Source: an optimization exercise on an open RTL-to-GDS flow (aim: small area and a short achievable clock period). Production flows keep margins and buffers that such runs may drop.
RTL that was checked went through simulation tests only; none was proved equivalent to the original.
For runs 1 to 4, only the layout was checked, not whether the RTL still works.
Power and IR drop assume default switching activity.

==> flow/design.v <==
`timescale 1ns / 1ps
module instruction_fetch_unit (
    input clk,
    input rst,
    output [31:0] pc
);
    reg [29:0] pc_word;
    always @(posedge clk or posedge rst) begin
        if (rst)
            pc_word <= 30'b0;
        else
            pc_word <= pc_word + 30'd1;
    end
    assign pc = {pc_word, 2'b00};
endmodule
`timescale 1ns / 1ps
module register_file_unit1(
    input         clk,
    input         rst,
    input  [31:1] sel1,           
    input  [31:1] sel2,           
    input  [4:0]  wr_rd,          
    input  [31:0] wr_data,
    output [31:0] data1,
    output [31:0] data2
);
    wire [31:0] and1 [1:31];
    wire [31:0] and2 [1:31];
    genvar g;
    generate
        for (g = 1; g < 32; g = g + 1) begin : xr
            reg [31:0] x;
            reg        written;
            wire       we = (wr_rd == g);
            always @(posedge clk or posedge rst) begin
                if (rst)
                    written <= 1'b0;
                else if (we)
                    written <= 1'b1;
            end
            always @(posedge clk)
                if (we)
                    x <= wr_data;
            wire [4:0] rv = g;
            wire [4:0] lo = (x[4:0] & {5{written}}) | (rv & {5{~written}});
            wire       s1 = sel1[g] & written;
            wire       s2 = sel2[g] & written;
            assign and1[g] = {{27{s1}} & x[31:5], {5{sel1[g]}} & lo};
            assign and2[g] = {{27{s2}} & x[31:5], {5{sel2[g]}} & lo};
        end
    endgenerate
    reg [31:0] r1, r2;
    integer i;
    always @(*) begin
        r1 = 32'b0;
        r2 = 32'b0;
        for (i = 1; i < 32; i = i + 1) begin
            r1 = r1 | and1[i];
            r2 = r2 | and2[i];
        end
    end
    assign data1 = r1;
    assign data2 = r2;
endmodule
`timescale 1ns / 1ps
module control_unit1(
    input  [31:0] ins,
    output [5:0]  alu_sel,
    output        alu_inv,
    output        is_itype,
    output [4:0]  rd_w
);
    wire [6:0] opcode = ins[6:0];
    wire [2:0] funct3 = ins[14:12];
    wire [6:0] funct7 = ins[31:25];
    wire rtype = (opcode == 7'b0110011);
    wire itype = (opcode == 7'b0010011);
    wire alu   = rtype | itype;
    wire op_sub = rtype & (funct3 == 3'b000) & (funct7 == 7'b0100000);
    wire op_and = alu & (funct3 == 3'b111);
    wire op_or  = alu & (funct3 == 3'b110);
    wire op_xor = alu & (funct3 == 3'b100);
    wire op_slt = alu & (funct3 == 3'b010);
    wire op_add = ~(op_sub | op_and | op_or | op_xor | op_slt);
    assign alu_sel  = {op_slt, op_xor, op_or, op_and, op_sub, op_add};
    assign alu_inv  = op_sub | op_slt;
    assign is_itype = itype;
    assign rd_w     = alu ? ins[11:7] : 5'd0;
endmodule
`timescale 1ns / 1ps
module arithmetic_logic_unit1(
    input  [31:0] operand1,
    input  [31:0] operand2,
    input  [5:0]  alu_sel,
    input         alu_inv,
    output [31:0] alu_result
);
    wire [32:0] sum = {1'b0, operand1} + {1'b0, operand2 ^ {32{alu_inv}}} + {32'b0, alu_inv};
    wire ltu = ~sum[32];
    assign alu_result = ({32{alu_sel[0] | alu_sel[1]}} & sum[31:0])
                      | ({32{alu_sel[2]}} & (operand1 & operand2))
                      | ({32{alu_sel[3]}} & (operand1 | operand2))
                      | ({32{alu_sel[4]}} & (operand1 ^ operand2))
                      | {31'b0, alu_sel[5] & ltu};
endmodule
`timescale 1ns / 1ps
module top_module(
    input clk,
    input rst,
    input [31:0] ins_in,
    output [31:0] pc_out,
    output [31:0] ins_out,
    output [31:0] alu_result_out
);
    wire [31:0] pc;
    instruction_fetch_unit ifu(
        .clk(clk),
        .rst(rst),
        .pc(pc)
    );
    wire [5:0] alu_sel;
    wire       alu_inv;
    wire       is_itype;
    wire [4:0] rd_w;
    control_unit1 cu(
        .ins(ins_in),
        .alu_sel(alu_sel),
        .alu_inv(alu_inv),
        .is_itype(is_itype),
        .rd_w(rd_w)
    );
    wire [4:0] rs1 = ins_in[19:15];
    wire [4:0] rs2 = ins_in[24:20];
    wire [31:0] imm_i = {{20{ins_in[31]}}, ins_in[31:20]};
    reg [31:1] sel1, sel2;
    integer j;
    always @(*) begin
        for (j = 1; j < 32; j = j + 1) begin
            sel1[j] = (rs1 == j);
            sel2[j] = (rs2 == j) & ~is_itype;
        end
    end
    reg [31:0] ex_op1, ex_op2;
    reg [5:0]  ex_sel;
    reg        ex_inv;
    reg [4:0]  ex_rd;
    reg [31:0] m_res;           
    reg [4:0]  m_rd;
    reg [31:0] wb_res;          
    reg [4:0]  wb_rd;
    wire [31:0] data1, data2;
    register_file_unit1 rfu(
        .clk(clk),
        .rst(rst),
        .sel1(sel1),
        .sel2(sel2),
        .wr_rd(wb_rd),
        .wr_data(wb_res),
        .data1(data1),
        .data2(data2)
    );
    wire [31:0] alu_out;
    arithmetic_logic_unit1 alu(
        .operand1(ex_op1),
        .operand2(ex_op2),
        .alu_sel(ex_sel),
        .alu_inv(ex_inv),
        .alu_result(alu_out)
    );
    always @(posedge clk) begin
        ex_op1 <= data1;
        ex_op2 <= data2 | ({32{is_itype}} & imm_i);
        wb_res <= m_res;
    end
    always @(posedge clk or posedge rst) begin
        if (rst) begin
            ex_sel <= 6'b0;
            ex_inv <= 1'b0;
            ex_rd  <= 5'b0;
            m_res  <= 32'b0;
            m_rd   <= 5'b0;
            wb_rd  <= 5'b0;
        end else begin
            ex_sel <= alu_sel;
            ex_inv <= alu_inv;
            ex_rd  <= rd_w;
            m_res  <= alu_out;
            m_rd   <= ex_rd;
            wb_rd  <= m_rd;
        end
    end
    assign pc_out         = pc;
    assign ins_out        = ins_in;
    assign alu_result_out = m_res;
endmodule
==> flow/run.sh <==
#!/bin/bash
# synth_recipe.tcl (not shown) runs the flow's synth.tcl, then flattens the netlist and writes it again
# the make line also repeats each setting of config.mk as NAME=value (left out here)
make -C /OpenROAD-flow-scripts/flow DESIGN_CONFIG=/design/flow/config.mk WORK_HOME=/design/flow/orfs CLKGATE_MAP_FILE= SYNTH_SCRIPT=/design/flow/synth_recipe.tcl finish
==> flow/config.mk <==
export PLATFORM = sky130hd
export DESIGN_NAME = top_module
export DESIGN_NICKNAME = top_module
export VERILOG_FILES = /design/flow/design.v
export SDC_FILE = /design/flow/constraint.sdc
export NUM_CORES = 4
export LEC_CHECK = 0
export CAP_MARGIN = 20
export CORE_MARGIN = 2
export CORE_UTILIZATION = 40
export SETUP_SLACK_MARGIN = 3.7
export SLEW_MARGIN = 20
==> flow/constraint.sdc <==
create_clock -name core_clock -period 6.5 [get_ports {clk}]
set_input_delay 1.3000 -clock core_clock [delete_from_list [all_inputs] [get_ports {clk}]]
set_output_delay 1.3000 -clock core_clock [all_outputs]
set_load 0.01 [all_outputs]
==> impl_results.md, run 1 <==
* Drt first pass iters at 17
* Dpl ws at 1.426 ns
* Slowest Stage Delay on Critical Path at 0.53 ns
* CTS root buf: clkbuf_16
* Num CTS Buffers at 130
* Inst Count DP at 5393
* All-Layer GR Usage at 40.76%
* Io pins at 130
* Wirelength per Cell at 45.83 um
* Clock latency (worst-skew pair) at 0.81 ns
* Critical path cell sequence: buf_12 > xor2_1 > ha_1 > o21ai_2 > a21oi_2 > o31a_1 > o311a_4 > a2111oi_4 > a21oi_2 > a221o_2 > or3b_1 > nand3_1
* Htree depth at 4
* DRC viols at 0
* Fin Setup TNS at 0 ns
* Sw Pwr at 4.149 mW
* Sequential area share after synthesis at 67.06%
* Final cell count without fillers at 6055
* FMAX at 279.4 MHz
* WP data arrival at 4.31 ns
* Drt total wl at 277.5 mm
* Critical setup path kind: flop to flop
* Post-layout min period at 3.579 ns
* Post-route ant nets at 0
* Largest net degree at the start of global routing at 52
* Area delta synth->final at 28.81%
* Pwr Total at 17.68 mW
* Finished Cell Area at 66440 sq um
* Initial Util at 40.35%
* Synth Area per Inst at 13.87 sq um
* Via count at 46000
* Port bufs at 127
* Overall die height at 363.1 um
* Placed cell areas at 56140 sq um
* Gpl congestion at 1.053
* Cells after synthesis at 3720
* Max-cap violation count at 0
* CTS max path bufs at 3
* Post-synth EDFFs at 992
* Rel. slew slack at 21.03%
* Dominant cells by area after synthesis: edfxtp_1, a22oi_1, dfrtp_1, dfxtp_1, a221oi_1
* Ys Warns at 3
* Final hold vios at 0
* Worst-path maximum fanout at 4
* Vias per cell at 7.597
* Slew Limit Fails at 0
* Power share of the sequential group at 50.3%
* Final period util at 55.05%
* Vias in the first global route at 41620
* DR iter-0 viols at 11200
* Fraction of layout cells with a size suffix above 1 at 28.37%
* Die W at 363.1 um
* Critical Path RT at 7.23 ns
* TritonCTS clock tree: built
* Detailed Place HPWL at 144.3 mm
* Comb pwr share at 4.8%
* Nets at 4392
* Commonest non-fill, non-tap cell in the layout: edfxtp_1
* Crit path capture type: flop
* RSZ-0062 raised after global routing: true
* Crit path max-delay cell type: dfrtp_4
* Worst hold path type: flop to flop
* Final clock skew at 0.04146 ns
* FFs w/ async S/R, synth at 9.559%
* Startpoint type of the worst setup path: flop
* Status: timing/DRC/antenna clean
* Pwr/cell area at 266.1 nW/um^2
* Remaining global-route overflow at 0
* Clock transition at the registers of the reported paths at 0.07 ns
* VDD IR max at 176.5 uV
* Yosys reg bits at 1203
* Clk pwr share at 44.9%
* Post-synth cell types at 79
* Setup ws final at 2.922 ns
* Post-Synthesis Cell Area at 51580 sq um
* Family with the most delay on the worst path: compound AO/OA/AOI/OAI gates
* # rows at 131
* Int Power at 13.53 mW
* Switching share of power at 23.47%
* Initial antenna violation count at 20
* Dominant synthesized flop cell: edfxtp_1
* Top cell type's share of synthesized area at 57.75%
* Most frequent cells in the layout: edfxtp_1, a22oi_1, buf_4
* Worst-Margin Slew at 1.184 ns
* First-pass GRT wire length at 361.7 mm
* Die area at 131800 sq um
* Worst path most repeated cell: a21oi_2
* Area leader, netlist: edfxtp_1
* Buffers and inverters on the worst path at 1
* Core area at 127800 sq um
* # fillers at 10530
* LEAKAGE at 24.44 nW
* Final setup vio count at 0
* Clock Sinks at 1203
* Hold_buf cts at 0
==> through the flow <==
stage / hold slack, ns / util, %
2_1_floorplan: 0.3312 / -
3_3_place_gp: 0.3337 / 43.85
3_5_place_dp: 0.3355 / 43.91
4_1_cts: 0.3465 / 51.17
5_1_grt: 0.3591 / 51.93
6_report: 0.3467 / 51.97
==> worst reg2reg max path, stage by stage (launching register included) <==
cell and delay (ns):
dfrtp_4 0.53, buf_12 0.16, xor2_1 0.15, ha_1 0.33
o21ai_2 0.16, a21oi_2 0.07, o31a_1 0.30, o311a_4 0.35
a2111oi_4 0.40, a21oi_2 0.12, a221o_2 0.48, or3b_1 0.37
nand3_1 0.09
==> logic make-up (layout without fill, tap and decap cells) <==
family / Yosys count / count (layout) / share of synthesized area (%)
xor+xnor: 87 / 87 / 1.477
fa+ha+maj: 98 / 98 / 2.387
mux: 1 / 1 / 0.01941
flops: 1203 / 1203 / 67.06
buf+inv: 386 / 1016 / 3.267
simple gates: 819 / 839 / 8.497
other cells: 1 / 24 / 0.007270
compound gates: 1125 / 1125 / 17.29
==> registers in the layout, indices dropped and copies added (netlist names) <==
| register | flops |
|---|---|
| rfu.xr.written | 31 |
| m_rd | 5 |
| wb_res | 32 |
| ex_op2 | 32 |
| rfu.xr.x | 992 |
| wb_rd | 5 |
| m_res | 32 |
| ifu.pc_word | 30 |
| ex_inv | 1 |
| ex_rd | 5 |
| ex_sel | 6 |
| ex_op1 | 32 |
==> per-layer routing <==
layer	global-route usage, %	vias up	part of all wire [%]
met5	1.235	-	0.26
met4	29.16	42	9.9
met3	24.10	1760	19
met2	54.21	5680	38
met1	48.26	22150	33
li1	-	16370	-
==> repair_timing <==
action / CTS / global route
buffers inserted: 309 / 54
gates resized for setup: 783 / 101
gates cloned: 30 / 3
endpoints found under the setup margin: 363 / 123
pin swaps: 138 / 82
==> synth_stat cells, types with 17 or more instances <==
cell type and count:
a21oi_1 45, a221oi_1 184, a222oi_1 92, a22o_1 152, a22oi_1 461, a32oi_1 27
and2_1 17, and3_1 42, buf_1 26, buf_2 45, buf_4 36, clkbuf_1 145
dfrtp_1 115, dfxtp_1 96, edfxtp_1 992, ha_1 96, inv_1 128, nand2_1 148
nand2b_1 70, nand3_1 119, nand4_1 144, nor2_1 131, nor3_1 31, nor4_1 21
o21ai_0 81, or2_2 25, xnor2_1 33, xor2_1 54
==> worst paths after layout <==
check / start / cells after the start / to / slack [ns]
hold / removal: m_rd[3] / 0 / wb_rd[3] / 0.35
min in group asynchronous: rst / 2 / m_res[4] / 0.93
setup reg to reg: ex_inv / 12 / m_res[0] / 2.92
hold reg to reg: m_rd[3] / 0 / wb_rd[3] / 0.35
setup / recovery: ex_inv / 12 / m_res[0] / 2.92
max in group asynchronous: rst / 3 / ifu.pc_word[1] / 4.47
==> final cells by class <==
type / count / area [sq um] / area share, %
inverters: 128 / 484.2 / 0.7288
multi-input cells: 2152 / 17670 / 26.60
well taps: 1662 / 2079 / 3.130
repair buffers: 646 / 6955 / 10.47
clock buffers: 163 / 3540 / 5.327
flip-flops and latches: 1203 / 34630 / 52.12
clock inverters: 79 / 1023 / 1.540
diodes: 22 / 55.05 / 0.08286
==> power groups by stage <==
stage	clock (mW)	combinational [mW]	sequential, mW
final	7.94	0.844	8.89
after global routing	8.20	0.865	8.89
after CTS	7.91	0.758	8.87
after detailed placement	0	0.602	9.04
after global placement	0	0.599	9.04
after floorplan	0	0.280	8.91
==> run 2, diff against run 1 <==
--- a/flow/config.mk
+++ b/flow/config.mk
@@ -8,5 +8,5 @@
 export CAP_MARGIN = 20
 export CORE_MARGIN = 2
 export CORE_UTILIZATION = 40
-export SETUP_SLACK_MARGIN = 3.7
+export SETUP_SLACK_MARGIN = 3.3
 export SLEW_MARGIN = 20
==> run 2 against run 1 <==
Effect of this change:
- still clean on timing, DRC and antenna
- synthesized cell count unchanged
- fmax down 1.6%
- cell area down 5.5%
- die area unchanged
- core utilization shrank 2.8 points
- combinational power decreased by 21%
- global-route usage shrank 2.5 points
- critical endpoint unchanged
- highest routed layer unchanged
==> impl_results.md, run 2 <==
* Compound-Gate Fraction of Synth Area at 17.29% (unchanged)
* Core area at 127800 sq um (unchanged)
* Pwr/cell area at 274.5 nW/um^2 (was 266.1 nW/um^2)
* Initial antenna violation count at 18 (was 20)
* Post-synth EDFFs at 992 (unchanged)
* Comb pwr share at 3.9% (was 4.8%)
* Final clock skew at 0.05411 ns (was 0.04146 ns)
* Startpoint type of the worst setup path: flop (unchanged)
* Clock transition at the registers of the reported paths at 0.06 ns (was 0.07 ns)
* CTS root buf: clkbuf_16 (unchanged)
* Vias in the first global route at 39700 (was 41620)
* Post-Synthesis Cell Area at 51580 sq um (unchanged)
* Post-Synth XOR/XNOR Area at 1.477% (unchanged)
* Most frequent cells in the layout: edfxtp_1, a22oi_1, buf_4 (unchanged)
* Area leader, netlist: edfxtp_1 (unchanged)
* Switching share of power at 22.91% (was 23.47%)
* Initial Util at 40.35% (unchanged)
* Final hold vios at 0 (unchanged)
* Nets at 4162 (was 4392)
* Top cell type's share of synthesized area at 57.75% (unchanged)
* Placed cell areas at 55810 sq um (was 56140 sq um)
* Commonest non-fill, non-tap cell in the layout: edfxtp_1 (unchanged)
* Sw Pwr at 3.951 mW (was 4.149 mW)
* Critical setup path kind: flop to flop (unchanged)
* FMAX at 274.9 MHz (was 279.4 MHz)
* Fraction of layout cells with a size suffix above 1 at 20.47% (was 28.37%)
* HP Start: ex_rd[4] (was m_rd[3])
* Die W at 363.1 um (unchanged)
* Critical Path RT at 7.18 ns (was 7.23 ns)
* Fin Setup TNS at 0 ns (unchanged)
* Num CTS Buffers at 119 (was 130)
* Clk pwr share at 44.5% (was 44.9%)
* Finished Cell Area at 62810 sq um (was 66440 sq um)
* Largest register FFs at 992 (unchanged)
* Htree depth at 3 (was 4)
* RSZ-0062 raised after global routing: true (unchanged)
* Final setup vio count at 0 (unchanged)
* Io pins at 130 (unchanged)
* Wirelength per Cell at 44.79 um (was 45.83 um)
* WHS Endpoint: m_rd[4] (was wb_rd[3])
* Status: timing/DRC/antenna clean (unchanged)
* Critical path cell sequence: buf_6 > buf_12 > buf_12 > xor2_1 > ha_1 > a211oi_2 > o21bai_2 > a31oi_2 > a21oi_2 > a2111oi_4 > a21oi_2 > a221o_2 > or3b_1 > nand3_2 (was buf_12 > xor2_1 > ha_1 > o21ai_2 > a21oi_2 > o31a_1 > o311a_4 > a2111oi_4 > a21oi_2 > a221o_2 > or3b_1 > nand3_1)
* Worst hold path type: flop to flop (unchanged)
* Ys Warns at 3 (unchanged)
* Buffers and inverters on the worst path at 3 (was 1)
* Largest family of logic cells by synthesized area: compound AO/OA/AOI/OAI gates (unchanged)
* Synth Area per Inst at 13.87 sq um (unchanged)
* Post-synth cell types at 79 (unchanged)
* Cells after synthesis at 3720 (unchanged)
* DR iter-0 viols at 11170 (was 11200)
* Worst-Margin Slew at 1.199 ns (was 1.184 ns)
* Post-route ant nets at 0 (unchanged)
* Drt first pass iters at 14 (was 17)
* Int Power at 13.29 mW (was 13.53 mW)
* Power share of the sequential group at 51.6% (was 50.3%)
* Max-cap violation count at 0 (unchanged)
* Detailed Place HPWL at 144.8 mm (was 144.3 mm)
* Capturing point of the worst reg2reg path: m_res[0] (unchanged)
* Overall die height at 363.1 um (unchanged)
* Area share of and/or/nand/nor cells after synthesis at 8.497% (unchanged)
* CTS max path bufs at 3 (unchanged)
* Rel. slew slack at 20.07% (was 21.03%)
* Synth top cells by count: edfxtp_1, a22oi_1, a221oi_1, a22o_1, nand2_1 (unchanged)
* Dominant cells by area after synthesis: edfxtp_1, a22oi_1, dfrtp_1, dfxtp_1, a221oi_1 (unchanged)
* Vias per cell at 7.500 (was 7.597)
* Area delta synth->final at 21.77% (was 28.81%)
* Remaining global-route overflow at 0 (unchanged)
* Yosys reg bits at 1203 (unchanged)
* Clock Sinks at 1203 (unchanged)
* Mux cell area share after synthesis at 0.01941% (unchanged)
* WHS Path Cells at 0 (unchanged)
* Dominant synthesized flop cell: edfxtp_1 (unchanged)
* Worst-path maximum fanout at 5 (was 4)
* Largest net degree at the start of global routing at 116 (was 52)
* Die area at 131800 sq um (unchanged)
* Post-Synth Adder-Cell Area at 2.387% (unchanged)
* LEAKAGE at 22.42 nW (was 24.44 nW)
* Slew Limit Fails at 0 (unchanged)
* Clock latency (worst-skew pair) at 0.80 ns (was 0.81 ns)
* # fillers at 10950 (was 10530)
* DRC viols at 0 (unchanged)
* Slowest Stage Delay on Critical Path at 0.50 ns (was 0.53 ns)
* Most numerous cell in the Yosys netlist: edfxtp_1 (unchanged)
* Port bufs at 127 (unchanged)
* WP data arrival at 4.32 ns (was 4.31 ns)
* Worst reg2reg path depth at 14 (was 12)
* VDD IR max at 222.0 uV (was 176.5 uV)
* Sequential area share after synthesis at 67.06% (unchanged)
* Crit path max-delay cell type: dfrtp_4 (unchanged)
* Largest Register: rfu.xr.x (unchanged)
* # rows at 131 (unchanged)
* FFs w/ async S/R, synth at 9.559% (unchanged)
* First-pass GRT wire length at 342.4 mm (was 361.7 mm)
* TritonCTS clock tree: built (unchanged)
* Drt total wl at 260.6 mm (was 277.5 mm)
* Via count at 43640 (was 46000)
* All-Layer GR Usage at 38.23% (was 40.76%)
* Post-layout min period at 3.638 ns (was 3.579 ns)
* Gpl congestion at 1.036 (was 1.053)
* Family with the most delay on the worst path: compound AO/OA/AOI/OAI gates (unchanged)
* Final period util at 55.96% (was 55.05%)
* Crit Reg-Reg Startpoint: ex_inv (unchanged)
* Crit path capture type: flop (unchanged)
* Reg-to-reg slack, setup at 2.86 ns (was 2.92 ns)
[run 2: changes by cell type in the layout (fill, tap and decap cells not counted), sizes merged, moves of 4 or more]
cell	delta
inv	-4
clkdlybuf4s50	+58
bufbuf	-8
diode	-4
buf	-255
and3	-8
clkinv	-11
clkinvlp	+6
bufinv	+4
clkdlybuf4s15	-13
clkbuf	-4
[run 2: metrics by stage]
step	std cells	utilization, %	setup slack [ns]	power (mW)	hold WS [ns]
finish	5818	49.13	2.862	17.24	0.3483
global route	5802	49.10	2.792	17.56	0.3563
CTS	5741	48.16	2.695	17.15	0.3489
detailed placement	5408	43.65	1.079	9.621	0.3347
global placement	5403	43.57	1.088	9.614	0.3338
floorplan	3721	-	3.088	9.170	0.3312
[run 2: cells by family (layout without fill, tap and decap cells)]
kind of cell	count (synthesis)	in the layout
DFF	1203	1203
AOI/OAI and AO/OA	1125	1125
and+or+nand+nor	819	827
buffers and inverters	386	795
adders and majority gates	98	98
xor gates and xnor gates	87	87
other	1	20
muxes	1	1
[run 2: area by class of cell]
type	count	area (sq um)	share of cell area (%)
multi-input cells	2140	16760	26.68
clock inverters	74	1046	1.665
inverters	128	484.2	0.7709
diodes	18	45.04	0.07171
flip-flops and latches	1203	34620	55.12
well taps	1662	2079	3.311
clock buffers	154	3316	5.279
repair buffers	439	4457	7.096
[run 2: worst max-delay path by stage]
stage	slack (ns)	start	cells past startpoint	to
final	2.86	ex_inv	14	m_res[0]
after global routing	2.79	ex_inv	14	m_res[0]
after CTS	2.69	ex_inv	12	m_res[0]
after detailed placement	1.08	ins_in[6]	13	ex_op2[26]
after global placement	1.09	ins_in[6]	13	ex_op2[26]
after floorplan	3.09	ins_in[6]	12	ex_op2[6]
[run 2: worst register-to-register path: cells and delay by family, from the launching register on]
kind,cells,cell delay (ns)
flip-flops,1,0.50
XOR/XNOR,1,0.16
AND/OR/NAND/NOR,2,0.49
adder cells (fa/ha/maj),1,0.35
buffers and inverters,3,0.39
AO/OA/AOI/OAI,7,1.65
[run 2: per-layer routing]
metal | share of wire, % | track usage, %
met1 | 34 | 47.42
met2 | 40 | 52.56
met3 | 18 | 19.08
met4 | 8.2 | 23.88
met5 | 0.20 | 1.961
[run 2: power groups by stage]
stage	logic [mW]	clock network [mW]	registers (mW)
after global placement	0.566	0	9.05
after global routing	0.700	7.96	8.91
after CTS	0.603	7.66	8.89
after floorplan	0.259	0	8.91
after detailed placement	0.572	0	9.05
final	0.668	7.67	8.90
[run 2: timing repair]
action | 4_1_cts | 5_1_grt
endpoints found under the setup margin | 129 | 61
hold buffers | 0 | 0
gates resized for setup | 317 | 146
setup buffers | 96 | 53
pin swaps | 54 | 85
cloned | 9 | 6
==> run 3, diff against run 2 <==
--- a/flow/design.v
+++ b/flow/design.v
@@ -95,8 +95,9 @@
     input         alu_inv,
     output [31:0] alu_result
 );
-    wire [32:0] sum = {1'b0, operand1} + {1'b0, operand2 ^ {32{alu_inv}}} + {32'b0, alu_inv};
-    wire ltu = ~sum[32];
+    wire [33:0] sum_c = {1'b0, operand1, 1'b1} + {1'b0, operand2, alu_inv};
+    wire [31:0] sum = sum_c[32:1];
+    wire ltu = ~sum_c[33];
     assign alu_result = ({32{alu_sel[0] | alu_sel[1]}} & sum[31:0])
                       | ({32{alu_sel[2]}} & (operand1 & operand2))
                       | ({32{alu_sel[3]}} & (operand1 | operand2))
@@ -169,7 +170,7 @@
     );
     always @(posedge clk) begin
         ex_op1 <= data1;
-        ex_op2 <= data2 | ({32{is_itype}} & imm_i);
+        ex_op2 <= (data2 | ({32{is_itype}} & imm_i)) ^ {32{alu_inv}};
         wb_res <= m_res;
     end
     always @(posedge clk or posedge rst) begin
--- a/flow/config.mk
+++ b/flow/config.mk
@@ -8,5 +8,5 @@
 export CAP_MARGIN = 20
 export CORE_MARGIN = 2
 export CORE_UTILIZATION = 40
-export SETUP_SLACK_MARGIN = 3.3
+export SETUP_SLACK_MARGIN = 3.7
 export SLEW_MARGIN = 20
==> run 3 against run 2 <==
Effect of this change:
- still clean
- clock power down 4.0%
- cell area up 3.7%
- critical path depth up 1
- non-clock buffer count up 121
- hold slack worse by 0.0045 ns
- synthesized cell count about the same
- area after synthesis down 0.18%
- via count up 4.5%
- total power down 1.5%
- sequential share of layout area down 1.8 points
- core utilization up 1.9 points
- clock-buffer cell count down 3
- critical path type is now input port to flop
==> impl_results.md, run 3 <==
* Worst hold path type: flop to flop (unchanged)
* Nets at 4248 (was 4162)
* Clock Sinks at 1203 (unchanged)
* DRC viols at 0 (unchanged)
* Final hold vios at 0 (unchanged)
* Largest register FFs at 992 (unchanged)
* Die W at 362.8 um (was 363.1 um)
* Detailed Place HPWL at 135.8 mm (was 144.8 mm)
* All-Layer GR Usage at 39.01% (was 38.23%)
* VDD IR max at 281.6 uV (was 222.0 uV)
* Synth Area per Inst at 13.84 sq um (was 13.87 sq um)
* WP data arrival at 3.88 ns (was 4.32 ns)
* Startpoint type of the worst setup path: input port (was flop)
* Share of the core filled with cells at 51.01% (was 49.13%)
* Largest Register: rfu.xr.x (unchanged)
* Top cell type's share of synthesized area at 57.86% (was 57.75%)
* Final setup vio count at 0 (unchanged)
* Post-synth cell types at 84 (was 79)
* RSZ-0062 raised after global routing: true (unchanged)
* Capturing point of the worst reg2reg path: ex_op2[1] (was m_res[0])
* Worst-path maximum fanout at 8 (was 5)
* First-pass GRT wire length at 349.0 mm (was 342.4 mm)
* Reg-to-reg slack, setup at 3.50 ns (was 2.86 ns)
* Num CTS Buffers at 121 (was 119)
* Final clock skew at 0.06302 ns (was 0.05411 ns)
* Htree depth at 3 (unchanged)
* Initial antenna violation count at 26 (was 18)
* Clock latency (worst-skew pair) at 0.78 ns (was 0.80 ns)
* Hold_ws at 0.3438 ns (was 0.3483 ns)
* Setup ws final at 3.256 ns (was 2.862 ns)
* Rel. slew slack at 22.87% (was 20.07%)
* Dominant cells by area after synthesis: edfxtp_1, a22oi_1, dfrtp_1, dfxtp_1, a221oi_1 (unchanged)
* FMAX at 308.3 MHz (was 274.9 MHz)
* Core area at 127700 sq um (was 127800 sq um)
* TritonCTS clock tree: built (unchanged)
* Post-synth EDFFs at 992 (unchanged)
* Worst-Margin Slew at 1.157 ns (was 1.199 ns)
* Inst Count DP at 5361 (was 5408)
* Post-layout min period at 3.244 ns (was 3.638 ns)
* WHS Path Cells at 0 (unchanged)
* Cells after synthesis at 3719 (was 3720)
* Clock transition at the registers of the reported paths at 0.06 ns (about the same)
* Wirelength per Cell at 45.48 um (was 44.79 um)
* Dpl ws at 1.182 ns (was 1.079 ns)
* Vias in the first global route at 40590 (was 39700)
* Overall die height at 362.8 um (was 363.1 um)
* Gpl congestion at 1.019 (was 1.036)
* Final period util at 49.91% (was 55.96%)
* Area leader, netlist: edfxtp_1 (unchanged)
* Sequential area share after synthesis at 67.18% (was 67.06%)
* Commonest non-fill, non-tap cell in the layout: edfxtp_1 (unchanged)
* Drt total wl at 270.0 mm (was 260.6 mm)
* Yosys reg bits at 1203 (unchanged)
* Post-Synthesis Cell Area at 51490 sq um (was 51580 sq um)
* Area delta synth->final at 26.51% (was 21.77%)
* Remaining global-route overflow at 0 (unchanged)
* Fraction of layout cells with a size suffix above 1 at 27.94% (was 20.47%)
* Final cell count without fillers at 5938 (was 5818)
* Via count at 45620 (was 43640)
* Critical setup path kind: input port to flop (was flop to flop)
* CTS root buf: clkbuf_16 (unchanged)
* Ys Warns at 3 (unchanged)
* Initial Util at 40.32% (was 40.35%)
* Status: timing/DRC/antenna clean (unchanged)
* Max-cap violation count at 0 (unchanged)
* Port bufs at 127 (unchanged)
* CTS max path bufs at 3 (unchanged)
* Post-route ant nets at 0 (unchanged)
* Io pins at 130 (unchanged)
* FFs w/ async S/R, synth at 9.559% (unchanged)
* Synth top cells by count: edfxtp_1, a22oi_1, a221oi_1, clkbuf_1, a22o_1 (was edfxtp_1, a22oi_1, a221oi_1, a22o_1, nand2_1)
* # fillers at 10610 (was 10950)
* Most numerous cell in the Yosys netlist: edfxtp_1 (unchanged)
* Drt first pass iters at 14 (unchanged)
* Pwr/cell area at 260.8 nW/um^2 (was 274.5 nW/um^2)
* Vias per cell at 7.683 (was 7.500)
* Crit Reg-Reg Startpoint: rfu.xr[3].written (was ex_inv)
* Finished Cell Area at 65130 sq um (was 62810 sq um)
* Pwr Total at 16.99 mW (was 17.24 mW)
* Dominant synthesized flop cell: edfxtp_1 (unchanged)
* Critical Path RT at 7.14 ns (was 7.18 ns)
* WHS Endpoint: m_rd[4] (unchanged)
* # rows at 131 (unchanged)
* Worst reg2reg path depth at 8 (was 14)
* Placed cell areas at 55970 sq um (was 55810 sq um)
* Crit path capture type: flop (unchanged)
* DR iter-0 viols at 12160 (was 11170)
* LEAKAGE at 22.93 nW (was 22.42 nW)
* Largest net degree at the start of global routing at 116 (unchanged)
* Most frequent cells in the layout: edfxtp_1, a22oi_1, buf_4 (unchanged)
* HP Start: ex_rd[4] (unchanged)
* Fin Setup TNS at 0 ns (unchanged)
* Slew Limit Fails at 0 (unchanged)
* Die area at 131600 sq um (was 131800 sq um)
==> run 3: worst max path at each step <==
stage,startpoint,to,slack [ns]
floorplan,ins_in[2],ex_op2[21],3.25
global placement,ins_in[21],ex_op2[30],1.22
detailed placement,ins_in[21],ex_op2[14],1.18
CTS,ins_in[3],ex_op2[16],3.35
global route,ins_in[2],ex_op2[16],3.22
finish,ins_in[2],ex_op2[29],3.26
==> run 3: critical path, stage by stage <==
cell	delay, ns
buf_8	0.10
nand4bb_4	0.26
nor3_4	0.20
buf_6	0.15
buf_8	0.14
buf_12	0.14
nor2_4	0.12
and3_4	0.27
buf_4	0.15
buf_12	0.16
a222oi_1	0.30
nand4_1	0.14
nor3_1	0.16
nand3_1	0.12
xnor2_1	0.15
==> run 3: cell families after synthesis <==
logic type / after synthesis / synth area share (%)
simple gates: 829 / 8.749
fa+ha+maj: 67 / 1.638
buf+inv: 370 / 3.157
compound gates: 1180 / 18.09
xor+xnor: 65 / 1.106
flops: 1203 / 67.18
other cells: 1 / 0.007284
mux: 4 / 0.07777
==> run 3: power breakdown <==
part / switching (mW) / internal [mW]
clock: 3.24 / 4.12
combinational: 0.476 / 0.292
sequential: 0.288 / 8.58
total: 4.00 / 13.0
==> run 3: layer usage <==
layer	up-vias	wire length [um]	track usage (%)
li1	16210	-	-
met1	21930	87460	46.87
met2	5658	103000	52.87
met3	1798	51700	21.27
met4	24	27380	26.96
met5	-	469	0.9619
==> run 3: layout make-up <==
class,instances,area (sq um),area share (%)
antenna,21,52.55,0.08068
clock buffer,151,3304,5.073
clock inverter,79,869.6,1.335
inverter,96,364.1,0.5590
multi-input combinational,2166,17640,27.08
sequential,1203,34700,53.28
tap,1662,2079,3.193
timing repair buffer,560,6126,9.405
==> run 3: timing repair <==
| action | 4_1_cts | 5_1_grt |
|---|---|---|
| setup buffers | 193 | 99 |
| endpoints found under the setup margin | 195 | 113 |
| cloned | 21 | 13 |
| resized for setup | 725 | 145 |
| pin swaps | 114 | 120 |
| hold buffers | 0 | 0 |
==> run 4, diff against run 3 <==
--- a/flow/config.mk
+++ b/flow/config.mk
@@ -10,3 +10,4 @@
 export CORE_UTILIZATION = 40
 export SETUP_SLACK_MARGIN = 3.7
 export SLEW_MARGIN = 20
+export TNS_END_PERCENT = 10
==> run 4 against run 3 <==
Effect of this change:
- still clean
- flip-flop and latch count unchanged
- hold slack better by 0.0076 ns
- synthesized cell count unchanged
- global-route usage up 0.72 points
- largest cell class unchanged
- die area unchanged
- non-clock buffer count down 57
- sequential power about the same
- wire length up 0.36%
- cell area down 1.9%
==> impl_results.md, run 4 <==
* All-Layer GR Usage at 39.73% (was 39.01%)
* Inst Count DP at 5392 (was 5361)
* Status: timing/DRC/antenna clean (unchanged)
* Switching share of power at 23.04% (was 23.57%)
* Htree depth at 4 (was 3)
* Io pins at 130 (unchanged)
* Comb pwr share at 4.2% (was 4.5%)
* Num CTS Buffers at 130 (was 121)
* Area of the multi-input gates at 16950 sq um (was 17640 sq um)
* Clk pwr share at 44.9% (was 43.3%)
* Area delta synth->final at 24.14% (was 26.51%)
* Yosys reg bits at 1203 (unchanged)
* Int Power at 13.40 mW (was 12.99 mW)
* # fillers at 10680 (was 10610)
* Vias in the first global route at 40910 (was 40590)
* FFs w/ async S/R, synth at 9.559% (unchanged)
* Critical setup path kind: flop to flop (was input port to flop)
* CTS max path bufs at 3 (unchanged)
* Slew Limit Fails at 0 (unchanged)
* Setup ws final at 3.244 ns (was 3.256 ns)
* Remaining global-route overflow at 0 (unchanged)
* Dominant cells by area after synthesis: edfxtp_1, a22oi_1, dfrtp_1, dfxtp_1, a221oi_1 (unchanged)
* Most numerous cell in the Yosys netlist: edfxtp_1 (unchanged)
* Critical path cell sequence: inv_1 > nor3_2 > buf_4 > buf_4 > a222oi_1 > nand4_1 > or3_1 (was buf_8 > nand4bb_4 > nor3_4 > buf_6 > buf_8 > buf_12 > nor2_4 > and3_4 > buf_4 > buf_12 > a222oi_1 > nand4_1 > nor3_1 > nand3_1 > xnor2_1)
* # rows at 131 (unchanged)
* FMAX at 307.1 MHz (was 308.3 MHz)
* Dominant synthesized flop cell: edfxtp_1 (unchanged)
* Sw Pwr at 4.012 mW (was 4.004 mW)
* Die W at 362.8 um (unchanged)
* Hold_buf cts at 0 (unchanged)
* Max-cap violation count at 0 (unchanged)
* Via count at 45190 (was 45620)
* Crit path max-delay cell type: dfrtp_1 (was a222oi_1)
* Initial antenna violation count at 27 (was 26)
* Ys Warns at 3 (unchanged)
* Synth Area per Inst at 13.84 sq um (unchanged)
* Startpoint type of the worst setup path: flop (was input port)
* Commonest non-fill, non-tap cell in the layout: edfxtp_1 (unchanged)
* Post-route ant nets at 0 (unchanged)
* Worst path most repeated cell: buf_4
* Port bufs at 127 (unchanged)
* Critical Path RT at 7.19 ns (was 7.14 ns)
* First-pass GRT wire length at 353.6 mm (was 349.0 mm)
* Worst hold path type: flop to flop (unchanged)
* Gpl congestion at 1.014 (was 1.019)
* DR iter-0 viols at 11440 (was 12160)
* Share of the core filled with cells at 50.06% (was 51.01%)
* Rel. slew slack at 18.48% (was 22.87%)
* Fraction of layout cells with a size suffix above 1 at 23.22% (was 27.94%)
* VDD IR max at 269.8 uV (was 281.6 uV)
* Pwr/cell area at 272.4 nW/um^2 (was 260.8 nW/um^2)
* LEAKAGE at 22.25 nW (was 22.93 nW)
* Final hold vios at 0 (unchanged)
* Largest register FFs at 992 (unchanged)
* Sequential Area at 34690 sq um (was 34700 sq um)
* Drt total wl at 271.0 mm (was 270.0 mm)
* Power share of the sequential group at 50.9% (was 52.2%)
* Synth top cells by count: edfxtp_1, a22oi_1, a221oi_1, clkbuf_1, a22o_1 (unchanged)
* Worst-Margin Slew at 1.220 ns (was 1.157 ns)
* Die area at 131600 sq um (unchanged)
* Reg-to-reg slack, setup at 3.24 ns (was 3.50 ns)
* Slowest Stage Delay on Critical Path at 0.89 ns (was 0.30 ns)
* Final setup vio count at 0 (unchanged)
* Final period util at 50.10% (was 49.91%)
* Largest net degree at the start of global routing at 43 (was 116)
* CTS root buf: clkbuf_16 (unchanged)
* Post-synth EDFFs at 992 (unchanged)
* Worst-path maximum fanout at 15 (was 8)
* Cells after synthesis at 3719 (unchanged)
* Wirelength per Cell at 46.01 um (was 45.48 um)
* Final cell count without fillers at 5890 (was 5938)
* Detailed Place HPWL at 143.7 mm (was 135.8 mm)
* Post-synth cell types at 84 (unchanged)
* Vias per cell at 7.672 (was 7.683)
* Most frequent cells in the layout: edfxtp_1, a22oi_1, buf_4 (unchanged)
* Overall die height at 362.8 um (unchanged)
* Area leader, netlist: edfxtp_1 (unchanged)
* Crit path capture type: flop (unchanged)
* Top cell type's share of synthesized area at 57.86% (unchanged)
* RSZ-0062 raised after global routing: true (unchanged)
* Clock Sinks at 1203 (unchanged)
* TritonCTS clock tree: built (unchanged)
* Clock transition at the registers of the reported paths at 0.06 ns (about the same)
* Core area at 127700 sq um (unchanged)
* Post-layout min period at 3.256 ns (was 3.244 ns)
* Initial Util at 40.32% (unchanged)
* WP data arrival at 3.95 ns (was 3.88 ns)
* Largest Register: rfu.xr.x (unchanged)
* Dpl ws at 1.284 ns (was 1.182 ns)
* Fin Setup TNS at 0 ns (unchanged)
* Drt first pass iters at 17 (was 14)
* Final clock skew at 0.04380 ns (was 0.06302 ns)
* Sequential area share after synthesis at 67.18% (unchanged)
* Post-Synthesis Cell Area at 51490 sq um (unchanged)
* Nets at 4201 (was 4248)
* Clock latency (worst-skew pair) at 0.80 ns (was 0.78 ns)
* DRC viols at 0 (unchanged)
-- run 4: worst paths after layout --
kind	start	endpoint	depth (start not counted)
setup / recovery	rfu.xr[27].written	ex_op1[27]	7
hold / removal	m_rd[4]	wb_rd[4]	0
setup reg to reg	rfu.xr[27].written	ex_op1[27]	7
hold reg to reg	m_rd[4]	wb_rd[4]	0
max in group asynchronous	rst	rfu.xr[24].written	3
min in group asynchronous	rst	m_res[11]	2
-- run 4: critical path: cells and delay by family, from the launching register on --
family	cells	cell delay, ns
buffers and inverters	3	1.18
AO/OA/AOI/OAI	1	0.11
AND/OR/NAND/NOR	3	0.96
flip-flops	1	0.89
-- run 4: stage by stage --
| step | hold slack (ns) | power (mW) | instance area (sq um) |
|---|---|---|---|
| 2_1_floorplan | 0.3312 | 9.140 | 51490 |
| 3_3_place_gp | 0.3357 | 9.569 | 55330 |
| 3_5_place_dp | 0.3357 | 9.572 | 55330 |
| 4_1_cts | 0.3522 | 17.27 | 62380 |
| 5_1_grt | 0.3556 | 17.71 | 63880 |
| 6_report | 0.3514 | 17.41 | 63910 |
-- run 4: metal layers --
metal  global-route usage (%)  vias up  wire [um]
li1                         -    16100          -
met1                    47.43    21850      88790
met2                    52.94     5512     104000
met3                    22.98     1690      51560
met4                    27.78       34      25860
met5                    2.109        -        844
-- run 4: power groups by stage --
stage,Clock [mW],Sequential (mW),Combinational (mW)
6_report,7.81,8.87,0.731
5_1_grt,8.10,8.86,0.748
4_1_cts,7.78,8.83,0.654
3_5_place_dp,0,8.99,0.582
3_3_place_gp,0,8.99,0.579
2_1_floorplan,0,8.88,0.256
-- run 4: cell families (layout without fill, tap and decap cells) --
logic type               count (synthesis)  after routing  synth area share [%]
AO/OA/AOI/OAI                         1180           1180                 18.09
other                                    1             22              0.007284
adder cells (fa/ha/maj)                 67             67                 1.638
flip-flops                            1203           1203                 67.18
AND/OR/NAND/NOR                        829            849                 8.749
XOR/XNOR                                65             65                 1.106
multiplexers                             4              4               0.07777
buffers and inverters                  370            838                 3.157
-- run 4: what timing repair did --
action,4_1_cts,5_1_grt
endpoints found under the setup margin,258,238
cloned,23,7
pin swaps,101,82
resized for setup,476,184
buffers inserted,143,62
-- run 4: layout make-up --
| class | instances | area share [%] |
|---|---|---|
| antenna | 20 | 0.07831 |
| sequential | 1203 | 54.28 |
| inverter | 96 | 0.5756 |
| multi-input combinational | 2167 | 26.53 |
| clock buffer | 176 | 5.683 |
| clock inverter | 63 | 1.276 |
| tap | 1662 | 3.254 |
| timing repair buffer | 503 | 8.322 |
==> run 5, diff against run 4 <==
--- a/flow/design.v
+++ b/flow/design.v
@@ -29,24 +29,24 @@
     genvar g;
     generate
         for (g = 1; g < 32; g = g + 1) begin : xr
-            reg [31:0] x;
+            reg [4:0]  lo;
+            reg [31:5] hi;
             reg        written;
             wire       we = (wr_rd == g);
             always @(posedge clk or posedge rst) begin
-                if (rst)
+                if (rst) begin
+                    lo      <= g;
                     written <= 1'b0;
-                else if (we)
+                end else if (we) begin
+                    lo      <= wr_data[4:0];
                     written <= 1'b1;
+                end
             end
             always @(posedge clk)
                 if (we)
-                    x <= wr_data;
-            wire [4:0] rv = g;
-            wire [4:0] lo = (x[4:0] & {5{written}}) | (rv & {5{~written}});
-            wire       s1 = sel1[g] & written;
-            wire       s2 = sel2[g] & written;
-            assign and1[g] = {{27{s1}} & x[31:5], {5{sel1[g]}} & lo};
-            assign and2[g] = {{27{s2}} & x[31:5], {5{sel2[g]}} & lo};
+                    hi <= wr_data[31:5];
+            assign and1[g] = {{27{sel1[g] & written}} & hi, {5{sel1[g]}} & lo};
+            assign and2[g] = {{27{sel2[g] & written}} & hi, {5{sel2[g]}} & lo};
         end
     endgenerate
     reg [31:0] r1, r2;
@@ -95,9 +95,8 @@
     input         alu_inv,
     output [31:0] alu_result
 );
-    wire [33:0] sum_c = {1'b0, operand1, 1'b1} + {1'b0, operand2, alu_inv};
-    wire [31:0] sum = sum_c[32:1];
-    wire ltu = ~sum_c[33];
+    wire [32:0] sum = {1'b0, operand1} + {1'b0, operand2 ^ {32{alu_inv}}} + {32'b0, alu_inv};
+    wire ltu = ~sum[32];
     assign alu_result = ({32{alu_sel[0] | alu_sel[1]}} & sum[31:0])
                       | ({32{alu_sel[2]}} & (operand1 & operand2))
                       | ({32{alu_sel[3]}} & (operand1 | operand2))
@@ -170,7 +169,7 @@
     );
     always @(posedge clk) begin
         ex_op1 <= data1;
-        ex_op2 <= (data2 | ({32{is_itype}} & imm_i)) ^ {32{alu_inv}};
+        ex_op2 <= data2 | ({32{is_itype}} & imm_i);
         wb_res <= m_res;
     end
     always @(posedge clk or posedge rst) begin
--- a/flow/config.mk
+++ b/flow/config.mk
@@ -8,6 +8,4 @@
 export CAP_MARGIN = 20
 export CORE_MARGIN = 2
 export CORE_UTILIZATION = 40
-export SETUP_SLACK_MARGIN = 3.7
 export SLEW_MARGIN = 20
-export TNS_END_PERCENT = 10
==> run 5 against run 4 <==
Effect of this change:
- die area grew 1.4%
- non-clock buffer count shrank 217
- global-route usage fell by 4.0 points
- core utilization down 3.5 points
- total power shrank 5.1%
- hold slack got worse by 0.0050 ns
- largest power group unchanged
- highest routed layer unchanged
==> impl_results.md, run 5 <==
* Crit path max-delay cell type: clkdlybuf4s50_1 (was dfrtp_1)
* Family with the most delay on the worst path: buffers and inverters (unchanged)
* Yosys reg bits at 1203 (unchanged)
* Switching share of power at 22.25% (was 23.04%)
* Clock transition at the registers of the reported paths at 0.05 ns (was 0.06 ns)
* Largest register FFs at 837 (was 992)
* Pwr/cell area at 274.1 nW/um^2 (was 272.4 nW/um^2)
* DRC viols at 0 (unchanged)
* Top cell type's share of synthesized area at 48.14% (was 57.86%)
* Initial antenna violation count at 14 (was 27)
* Most numerous cell in the Yosys netlist: edfxtp_1 (unchanged)
* Buffers and inverters on the worst path at 3 (unchanged)
* Synth Area per Inst at 13.73 sq um (was 13.84 sq um)
* Remaining global-route overflow at 0 (unchanged)
* Rel. slew slack at 11.15% (was 18.48%)
* Post-synth EDFFs at 837 (was 992)
* WP data arrival at 3.29 ns (was 3.95 ns)
* Largest net degree at the start of global routing at 116 (was 43)
* Overall die height at 365.3 um (was 362.8 um)
* Finished Cell Area at 60300 sq um (was 63910 sq um)
* Post-Synthesis Cell Area at 52210 sq um (was 51490 sq um)
* Largest regs: rfu.xr.hi x837, rfu.xr.lo x155
* Dominant synthesized flop cell: edfxtp_1 (unchanged)
* GRT met2 Usage at 50.23% (was 52.94%)
* Pwr Total at 16.53 mW (was 17.41 mW)
* WHS Path Cells at 0 (unchanged)
* Int Power at 12.85 mW (was 13.40 mW)
* CTS max path bufs at 3 (unchanged)
* CTS root buf: clkbuf_16 (unchanged)
* Largest Register: rfu.xr.hi (was rfu.xr.x)
* Fin Setup TNS at 0 ns (unchanged)
* Clock Sinks at 1203 (unchanged)
* Drt total wl at 241.9 mm (was 271.0 mm)
* RSZ-0062 raised after global routing: false (was true)
* Max-cap violation count at 0 (unchanged)
* Status: timing/DRC/antenna clean (unchanged)
* Setup ws final at 1.910 ns (was 3.244 ns)
* GR peak layer: met2 (unchanged)
* Final period util at 70.62% (was 50.10%)
* Placed cell areas at 55860 sq um (was 55330 sq um)
* First-pass GRT wire length at 327.0 mm (was 353.6 mm)
* Vias in the first global route at 39860 (was 40910)
* Crit Reg-Reg Startpoint: ex_inv (was rfu.xr[27].written)
* DR iter-0 viols at 10210 (was 11440)
* VDD IR max at 236.1 uV (was 269.8 uV)
* Initial Util at 40.32% (about the same)
* Drt first pass iters at 16 (was 17)
* Final setup vio count at 0 (unchanged)
* Synth top cells by count: edfxtp_1, a22oi_1, a22o_1, a221oi_1, dfrtp_1 (was edfxtp_1, a22oi_1, a221oi_1, clkbuf_1, a22o_1)
* Final cell count without fillers at 5795 (was 5890)
* Final hold vios at 0 (unchanged)
* Most frequent cells in the layout: edfxtp_1, a22oi_1, a22o_1 (was edfxtp_1, a22oi_1, buf_4)
* Critical setup path kind: input port to primary output (was flop to flop)
* Share of the core filled with cells at 46.57% (was 50.06%)
* Worst-path maximum fanout at 19 (was 15)
* Die area at 133400 sq um (was 131600 sq um)
* GRT met3 Usage at 16.09% (was 22.98%)
* FMAX at 217.8 MHz (was 307.1 MHz)
* Slowest Stage Delay on Critical Path at 0.97 ns (was 0.89 ns)
* Detailed Place HPWL at 139.4 mm (was 143.7 mm)
* Area leader, netlist: edfxtp_1 (unchanged)
* TritonCTS clock tree: built (unchanged)
* Via count at 42400 (was 45190)
* Capturing point of the worst reg2reg path: m_res[0] (was ex_op1[27])
* Startpoint type of the worst setup path: input port (was flop)
* Die W at 365.3 um (was 362.8 um)
* Comb pwr share at 2.2% (was 4.2%)
* Area delta synth->final at 15.49% (was 24.14%)
* Postcts setup bufs at 0 (was 143)
* Worst reg2reg path depth at 12 (was 7)
* Ys Warns at 3 (unchanged)
* # fillers at 11420 (was 10680)
* Commonest non-fill, non-tap cell in the layout: edfxtp_1 (unchanged)
* Htree depth at 4 (unchanged)
* Clk pwr share at 46.8% (was 44.9%)
* Met1 usage at 45.29% (was 47.43%)
* Worst-Margin Slew at 1.333 ns (was 1.220 ns)
* HP Start: ex_rd[4] (was m_rd[4])
* Worst path most repeated cell: clkdlybuf4s50_1 (was buf_4)
* Post-layout min period at 4.590 ns (was 3.256 ns)
* Power share of the sequential group at 51.0% (was 50.9%)
* Post-CTS Resized at 0 (was 476)
* Slew Limit Fails at 0 (unchanged)
* Clock latency (worst-skew pair) at 0.79 ns (was 0.80 ns)
* Critical path cell sequence: clkdlybuf4s50_1 > buf_4 > clkdlybuf4s50_1 (was inv_1 > nor3_2 > buf_4 > buf_4 > a222oi_1 > nand4_1 > or3_1)
* LEAKAGE at 22.60 nW (was 22.25 nW)
* Sw Pwr at 3.678 mW (was 4.012 mW)
* Cells after synthesis at 3803 (was 3719)
* Hold_ws at 0.3463 ns (was 0.3514 ns)
* Fraction of layout cells with a size suffix above 1 at 17.85% (was 23.22%)
* Worst hold path type: flop to flop (unchanged)
* Dominant cells by area after synthesis: edfxtp_1, dfrtp_1, a22oi_1, dfstp_2, dfxtp_1 (was edfxtp_1, a22oi_1, dfrtp_1, dfxtp_1, a221oi_1)
* Vias per cell at 7.316 (was 7.672)
* Reg-to-reg slack, setup at 2.04 ns (was 3.24 ns)
* WHS Endpoint: m_rd[4] (was wb_rd[4])
* Post-synth cell types at 75 (was 84)
* Crit path capture type: primary output (was flop)
* Nets at 4066 (was 4201)
* Io pins at 130 (unchanged)
* Hold_buf cts at 0 (unchanged)
* Core area at 129500 sq um (was 127700 sq um)
* FFs w/ async S/R, synth at 22.44% (was 9.559%)
* # rows at 132 (was 131)
* Critical Path RT at 5.20 ns (was 7.19 ns)
* Sequential area share after synthesis at 64.95% (was 67.18%)
* Wirelength per Cell at 41.74 um (was 46.01 um)
* Final clock skew at 0.02835 ns (was 0.04380 ns)
* All-Layer GR Usage at 35.69% (was 39.73%)
* Gpl congestion at 1.005 (was 1.014)
* Dpl ws at 1.309 ns (was 1.284 ns)
* Post-route ant nets at 0 (unchanged)
* Num CTS Buffers at 133 (was 130)
* Inst Count DP at 5542 (was 5392)
* Port bufs at 127 (unchanged)
[run 5: worst max path at each step]
stage	start	endpoint	slack, ns	cells past startpoint
final	ins_in[24]	ins_out[24]	1.91	3
after global routing	ins_in[24]	ins_out[24]	1.88	3
after CTS	ins_in[24]	ins_out[24]	1.97	3
after detailed placement	ins_in[23]	ex_op2[30]	1.31	10
after global placement	ins_in[23]	ex_op2[30]	1.41	10
after floorplan	rst	ex_inv	1.70	1
[run 5: cell type report]
type	instances	area (sq um)	area share, %
clock inverters	62	649.4	1.077
well taps	1742	2180	3.614
diodes	9	22.52	0.03735
clock buffers	182	3751	6.220
multi-input cells	2188	16770	27.80
flip-flops and latches	1203	33920	56.25
repair buffers	286	2540	4.212
inverters	123	471.7	0.7822
[run 5: power by group through the flow]
stage / clock network, mW / logic (mW) / registers [mW]
global placement: 0 / 0.357 / 8.57
CTS: 7.74 / 0.362 / 8.42
finish: 7.73 / 0.371 / 8.43
floorplan: 0 / 0.190 / 8.51
detailed placement: 0 / 0.361 / 8.57
global route: 8.03 / 0.395 / 8.43
[run 5: logic make-up (layout without fill, tap and decap cells)]
kind of cell,after synthesis,in the layout,synth area share [%]
multiplexers,157,157,3.443
buffers and inverters,413,653,3.360
AND/OR/NAND/NOR,724,724,7.232
XOR/XNOR,83,83,1.392
other,1,11,0.007182
AO/OA/AOI/OAI,1124,1124,17.26
adder cells (fa/ha/maj),98,98,2.358
flip-flops,1203,1203,64.95
[run 5: routing by layer]
layer	routed length (um)	share of wire, %
met5	64	0.026
met4	18120	7.5
met3	40610	17
met2	97790	40
met1	85320	35
==> run 6, diff against run 5 <==
--- a/flow/design.v
+++ b/flow/design.v
@@ -17,6 +17,8 @@
 module register_file_unit1(
     input         clk,
     input         rst,
+    input  [4:0]  rs1,            
+    input  [4:0]  rs2,            
     input  [31:1] sel1,           
     input  [31:1] sel2,           
     input  [4:0]  wr_rd,          
@@ -26,34 +28,32 @@
 );
     wire [31:0] and1 [1:31];
     wire [31:0] and2 [1:31];
+    reg  [31:1] written;
     genvar g;
     generate
         for (g = 1; g < 32; g = g + 1) begin : xr
-            reg [4:0]  lo;
-            reg [31:5] hi;
-            reg        written;
+            reg [31:0] x;
             wire       we = (wr_rd == g);
             always @(posedge clk or posedge rst) begin
-                if (rst) begin
-                    lo      <= g;
-                    written <= 1'b0;
-                end else if (we) begin
-                    lo      <= wr_data[4:0];
-                    written <= 1'b1;
-                end
+                if (rst)
+                    written[g] <= 1'b0;
+                else
+                    written[g] <= written[g] | we;
             end
             always @(posedge clk)
                 if (we)
-                    hi <= wr_data[31:5];
-            assign and1[g] = {{27{sel1[g] & written}} & hi, {5{sel1[g]}} & lo};
-            assign and2[g] = {{27{sel2[g] & written}} & hi, {5{sel2[g]}} & lo};
+                    x <= wr_data;
+            assign and1[g] = {32{sel1[g] & written[g]}} & x;
+            assign and2[g] = {32{sel2[g] & written[g]}} & x;
         end
     endgenerate
+    wire unw1 = |(sel1 & ~written);
+    wire unw2 = |(sel2 & ~written);
     reg [31:0] r1, r2;
     integer i;
     always @(*) begin
-        r1 = 32'b0;
-        r2 = 32'b0;
+        r1 = {27'b0, {5{unw1}} & rs1};
+        r2 = {27'b0, {5{unw2}} & rs2};
         for (i = 1; i < 32; i = i + 1) begin
             r1 = r1 | and1[i];
             r2 = r2 | and2[i];
@@ -95,8 +95,9 @@
     input         alu_inv,
     output [31:0] alu_result
 );
-    wire [32:0] sum = {1'b0, operand1} + {1'b0, operand2 ^ {32{alu_inv}}} + {32'b0, alu_inv};
-    wire ltu = ~sum[32];
+    wire [33:0] sum_c = {1'b0, operand1, 1'b1} + {1'b0, operand2, alu_inv};
+    wire [31:0] sum = sum_c[32:1];
+    wire ltu = ~sum_c[33];
     assign alu_result = ({32{alu_sel[0] | alu_sel[1]}} & sum[31:0])
                       | ({32{alu_sel[2]}} & (operand1 & operand2))
                       | ({32{alu_sel[3]}} & (operand1 | operand2))
@@ -137,9 +138,12 @@
     always @(*) begin
         for (j = 1; j < 32; j = j + 1) begin
             sel1[j] = (rs1 == j);
-            sel2[j] = (rs2 == j) & ~is_itype;
-        end
-    end
+            sel2[j] = (rs2 == j);
+        end
+    end
+    wire [31:0] op2_fix = imm_i ^ {32{alu_inv}};
+    wire [31:0] op2_rd0 = is_itype ? op2_fix : {32{alu_inv}};
+    wire [31:0] op2_rd1 = is_itype ? op2_fix : {32{~alu_inv}};
     reg [31:0] ex_op1, ex_op2;
     reg [5:0]  ex_sel;
     reg        ex_inv;
@@ -152,6 +156,8 @@
     register_file_unit1 rfu(
         .clk(clk),
         .rst(rst),
+        .rs1(rs1),
+        .rs2(rs2),
         .sel1(sel1),
         .sel2(sel2),
         .wr_rd(wb_rd),
@@ -169,7 +175,7 @@
     );
     always @(posedge clk) begin
         ex_op1 <= data1;
-        ex_op2 <= data2 | ({32{is_itype}} & imm_i);
+        ex_op2 <= op2_rd1 & data2 | op2_rd0 & ~data2;
         wb_res <= m_res;
     end
     always @(posedge clk or posedge rst) begin
--- a/flow/config.mk
+++ b/flow/config.mk
@@ -8,4 +8,9 @@
 export CAP_MARGIN = 20
 export CORE_MARGIN = 2
 export CORE_UTILIZATION = 40
+export CTS_BUF_LIST = sky130_fd_sc_hd__clkbuf_8 sky130_fd_sc_hd__clkbuf_16
+export CTS_CLUSTER_DIAMETER = 80
+export CTS_CLUSTER_SIZE = 24
+export SETUP_SLACK_MARGIN = 3.6
 export SLEW_MARGIN = 20
+export TNS_END_PERCENT = 10
==> run 6 against run 5 <==
Effect of this change:
- critical endpoint is now ex_op1[21]
- synthesized cell count decreased by 4.3%
- sequential power increased by 3.3%
- highest routed layer unchanged
- first-iteration DRC count increased by 26%
==> impl_results.md, run 6 <==
* Remaining global-route overflow at 0 (unchanged)
* Reg-to-reg slack, setup at 3.39 ns (was 2.04 ns)
* Largest register FFs at 992 (was 837)
* FMAX at 312.2 MHz (was 217.8 MHz)
* Largest family of logic cells by synthesized area: compound AO/OA/AOI/OAI gates (unchanged)
* First-pass GRT wire length at 333.5 mm (was 327.0 mm)
* Rel. slew slack at 10.74% (was 11.15%)
* Placed cell areas at 54620 sq um (was 55860 sq um)
* Inst Count DP at 5255 (was 5542)
* Critical Path RT at 7.14 ns (was 5.20 ns)
* Area of the multi-input gates at 15980 sq um (was 16770 sq um)
* Num CTS Buffers at 59 (was 133)
* Area share of and/or/nand/nor cells after synthesis at 7.059% (was 7.232%)
* Die area at 130500 sq um (was 133400 sq um)
* Top cell type's share of synthesized area at 58.33% (was 48.14%)
* Crit path capture type: flop (was primary output)
* Post-synth EDFFs at 992 (was 837)
* Mux cell area share after synthesis at 0.7473% (was 3.443%)
* CTS max path bufs at 3 (unchanged)
* Status: timing/DRC/antenna clean (unchanged)
* Vias per cell at 7.864 (was 7.316)
* Slew Limit Fails at 0 (unchanged)
* Drt total wl at 256.2 mm (was 241.9 mm)
* Most numerous cell in the Yosys netlist: edfxtp_1 (unchanged)
* Synth Area per Inst at 14.03 sq um (was 13.73 sq um)
* Pwr/cell area at 228.0 nW/um^2 (was 274.1 nW/um^2)
* Worst-path maximum fanout at 15 (was 19)
* Htree depth at 2 (was 4)
* RSZ-0062 raised after global routing: true (was false)
* Dominant cells by area after synthesis: edfxtp_1, a22oi_1, dfrtp_1, a221oi_1, dfxtp_1 (was edfxtp_1, dfrtp_1, a22oi_1, dfstp_2, dfxtp_1)
* Sequential area share after synthesis at 67.73% (was 64.95%)
* Initial antenna violation count at 28 (was 14)
* # fillers at 10950 (was 11420)
* Startpoint type of the worst setup path: input port (unchanged)
* WHS Endpoint: m_rd[3] (was m_rd[4])
* Nets at 3939 (was 4066)
* Critical setup path kind: input port to flop (was input port to primary output)
* Final hold vios at 0 (unchanged)
* All-Layer GR Usage at 37.30% (was 35.69%)
* Post-Synthesis Cell Area at 51070 sq um (was 52210 sq um)
* Final cell count without fillers at 5587 (was 5795)
* Post-layout min period at 3.203 ns (was 4.590 ns)
* Io pins at 130 (unchanged)
* HP Start: ex_rd[3] (was ex_rd[4])
* Gpl congestion at 0.9971 (was 1.005)
* Worst hold path type: flop to flop (unchanged)
* Final setup vio count at 0 (unchanged)
* Post-synth cell types at 78 (was 75)
* Clock transition at the registers of the reported paths at 0.09 ns (was 0.05 ns)
* DRC viols at 0 (unchanged)
* Drt first pass iters at 15 (was 16)
* LEAKAGE at 20.92 nW (was 22.60 nW)
* Yosys reg bits at 1203 (unchanged)
* Post-route ant nets at 0 (unchanged)
* CTS root buf: clkbuf_16 (unchanged)
* Max-cap violation count at 0 (unchanged)
* Finished Cell Area at 59600 sq um (was 60300 sq um)
* Core area at 127200 sq um (was 129500 sq um)
* Compound-Gate Fraction of Synth Area at 18.23% (was 17.26%)
* TritonCTS clock tree: built (unchanged)
* Capturing point of the worst reg2reg path: rfu.xr[12].x[29] (was m_res[0])
* Clock Sinks at 1203 (unchanged)
* Overall die height at 361.3 um (was 365.3 um)
* Dominant synthesized flop cell: edfxtp_1 (unchanged)
* Worst-Margin Slew at 1.336 ns (was 1.333 ns)
* Final clock skew at 0.02956 ns (was 0.02835 ns)
* Port bufs at 127 (unchanged)
* WHS Path Cells at 0 (unchanged)
* Post-Synth XOR/XNOR Area at 0.8894% (was 1.392%)
* Largest Register: rfu.xr.x (was rfu.xr.hi)
* FFs w/ async S/R, synth at 9.559% (was 22.44%)
* Area leader, netlist: edfxtp_1 (unchanged)
* # rows at 131 (was 132)
* Fin Setup TNS at 0 ns (unchanged)
* Synth top cells by count: edfxtp_1, a22oi_1, a221oi_1, clkbuf_1, a22o_1 (was edfxtp_1, a22oi_1, a22o_1, a221oi_1, dfrtp_1)
* Initial Util at 40.15% (was 40.32%)
* Commonest non-fill, non-tap cell in the layout: edfxtp_1 (unchanged)
* VDD IR max at 223.6 uV (was 236.1 uV)
* Crit Reg-Reg Startpoint: wb_rd[2] (was ex_inv)
* Detailed Place HPWL at 134.3 mm (was 139.4 mm)
* Sequential Area at 34640 sq um (was 33920 sq um)
* Most frequent cells in the layout: edfxtp_1, a22oi_1, buf_4 (was edfxtp_1, a22oi_1, a22o_1)
* Vias in the first global route at 39030 (was 39860)
* Via count at 43940 (was 42400)
* Die W at 361.3 um (was 365.3 um)
* Worst reg2reg path depth at 3 (was 12)
* Cells after synthesis at 3640 (was 3803)
* Ys Warns at 3 (unchanged)
* Largest net degree at the start of global routing at 68 (was 116)
* Final period util at 49.28% (was 70.62%)
* Clock latency (worst-skew pair) at 0.74 ns (was 0.79 ns)
* Wirelength per Cell at 45.87 um (was 41.74 um)
* Area delta synth->final at 16.70% (was 15.49%)
* DR iter-0 viols at 12870 (was 10210)
* Post-Synth Adder-Cell Area at 1.651% (was 2.358%)
* WP data arrival at 3.85 ns (was 3.29 ns)
* Fraction of layout cells with a size suffix above 1 at 19.03% (was 17.85%)
[run 6: cells by family after synthesis]
kind of cell    count (synthesis)
mux                            34
other cells                     1
simple gates                  672
flops                        1203
xor+xnor                       51
compound gates               1165
fa+ha+maj                      67
buf+inv                       447
[run 6: metal layers]
layer / up-vias / share of wire [%] / global-route usage [%] / wire [um]
li1: 15380 / - / - / -
met1: 21010 / 32 / 43.83 / 81120
met2: 5715 / 39 / 50.89 / 99310
met3: 1815 / 19 / 20.98 / 49570
met4: 18 / 10 / 26.32 / 25710
met5: - / 0.21 / 2.257 / 543
[run 6: worst max-delay path by stage]
stage	startpoint	end	slack, ns
3_3_place_gp	ins_in[24]	ex_op2[6]	1.46
5_1_grt	ex_inv	m_res[31]	3.36
4_1_cts	ins_in[12]	ins_out[12]	3.33
2_1_floorplan	ins_in[23]	ex_op2[4]	3.08
3_5_place_dp	ins_in[21]	ex_op2[6]	1.45
6_report	ins_in[18]	ex_op1[21]	3.30
[run 6: layout make-up]
class	count	share of cell area [%]
Sequential cell	1203	58.13
Multi-Input combinational cell	2003	26.82
Timing Repair Buffer	449	7.594
Tap cell	1662	3.489
Clock buffer	63	2.608
Inverter	123	0.7852
Clock inverter	48	0.4262
Antenna cell	36	0.1512
[run 6: what timing repair did]
item                                   CTS  global route
endpoints found under the hold margin    0             0
hold buffers                             0             0
pin swaps                               33            66
gates resized for setup                382           171
setup endpoints to repair              213           213
cloned                                  13             6
buffers inserted                        67            96
[run 6: where the power goes]
group,internal [mW],switching (mW)
clock network,1.76,2.59
logic,0.210,0.313
registers,8.49,0.223
total,10.5,3.13
[run 6: worst max-delay path, cell delays in order]
cell and delay, ns:
buf_4 0.17, inv_2 0.10, nor2_2 0.48, and3_4 0.62, buf_4 0.35, buf_4 0.29, a22oi_1 0.14, nand4_1 0.10
or4_1 0.22
[run 6: metrics by stage]
stage | setup slack (ns) | utilization [%] | hold slack (ns) | total power, mW
2_1_floorplan | 3.077 | - | 0.3312 | 8.992
3_3_place_gp | 1.456 | 42.94 | 0.3339 | 9.267
3_5_place_dp | 1.454 | 42.94 | 0.3364 | 9.273
4_1_cts | 3.334 | 45.48 | 0.3564 | 13.45
5_1_grt | 3.355 | 46.79 | 0.3622 | 13.84
6_report | 3.297 | 46.86 | 0.3533 | 13.59

==> static timing again, ports no longer ideal <==
The flow's constraints put no driver on any port. The routed layouts listed below were extracted and timed again, unchanged, in two steps.
Step 1 assumes that a clkbuf_16 drives the clock port and a buf_2 every other input.
Step 2 also shifts input and output timing later by t, the mid clock arrival at the registers, as if the neighbouring blocks saw the same clock.
Three values: ideal ports, drivers, drivers and shift; two values: the first two.
run | shift t [ns] | slack for setup (ns) | latest minus earliest clock arrival (ns)
run 1 | 0.865 | 2.921 / 2.921 / 2.509 | 0.045 / 0.045
run 2 | 0.856 | 2.862 / 2.862 / 2.400 | 0.056 / 0.056
run 3 | 0.832 | 3.256 / 3.288 / 2.456 | 0.071 / 0.071
run 4 | 0.862 | 3.244 / 3.244 / 2.447 | 0.044 / 0.044
run 5 | 0.850 | 1.910 / 1.888 / 1.117 | 0.037 / 0.038
run 6 | 0.803 | 3.297 / 3.280 / 2.535 | 0.039 / 0.039
After both steps setup and hold are still met in every run listed. For run 3, which loses most, drivers alone change the setup slack by +0.032 ns; drivers and shift together by -0.800 ns.
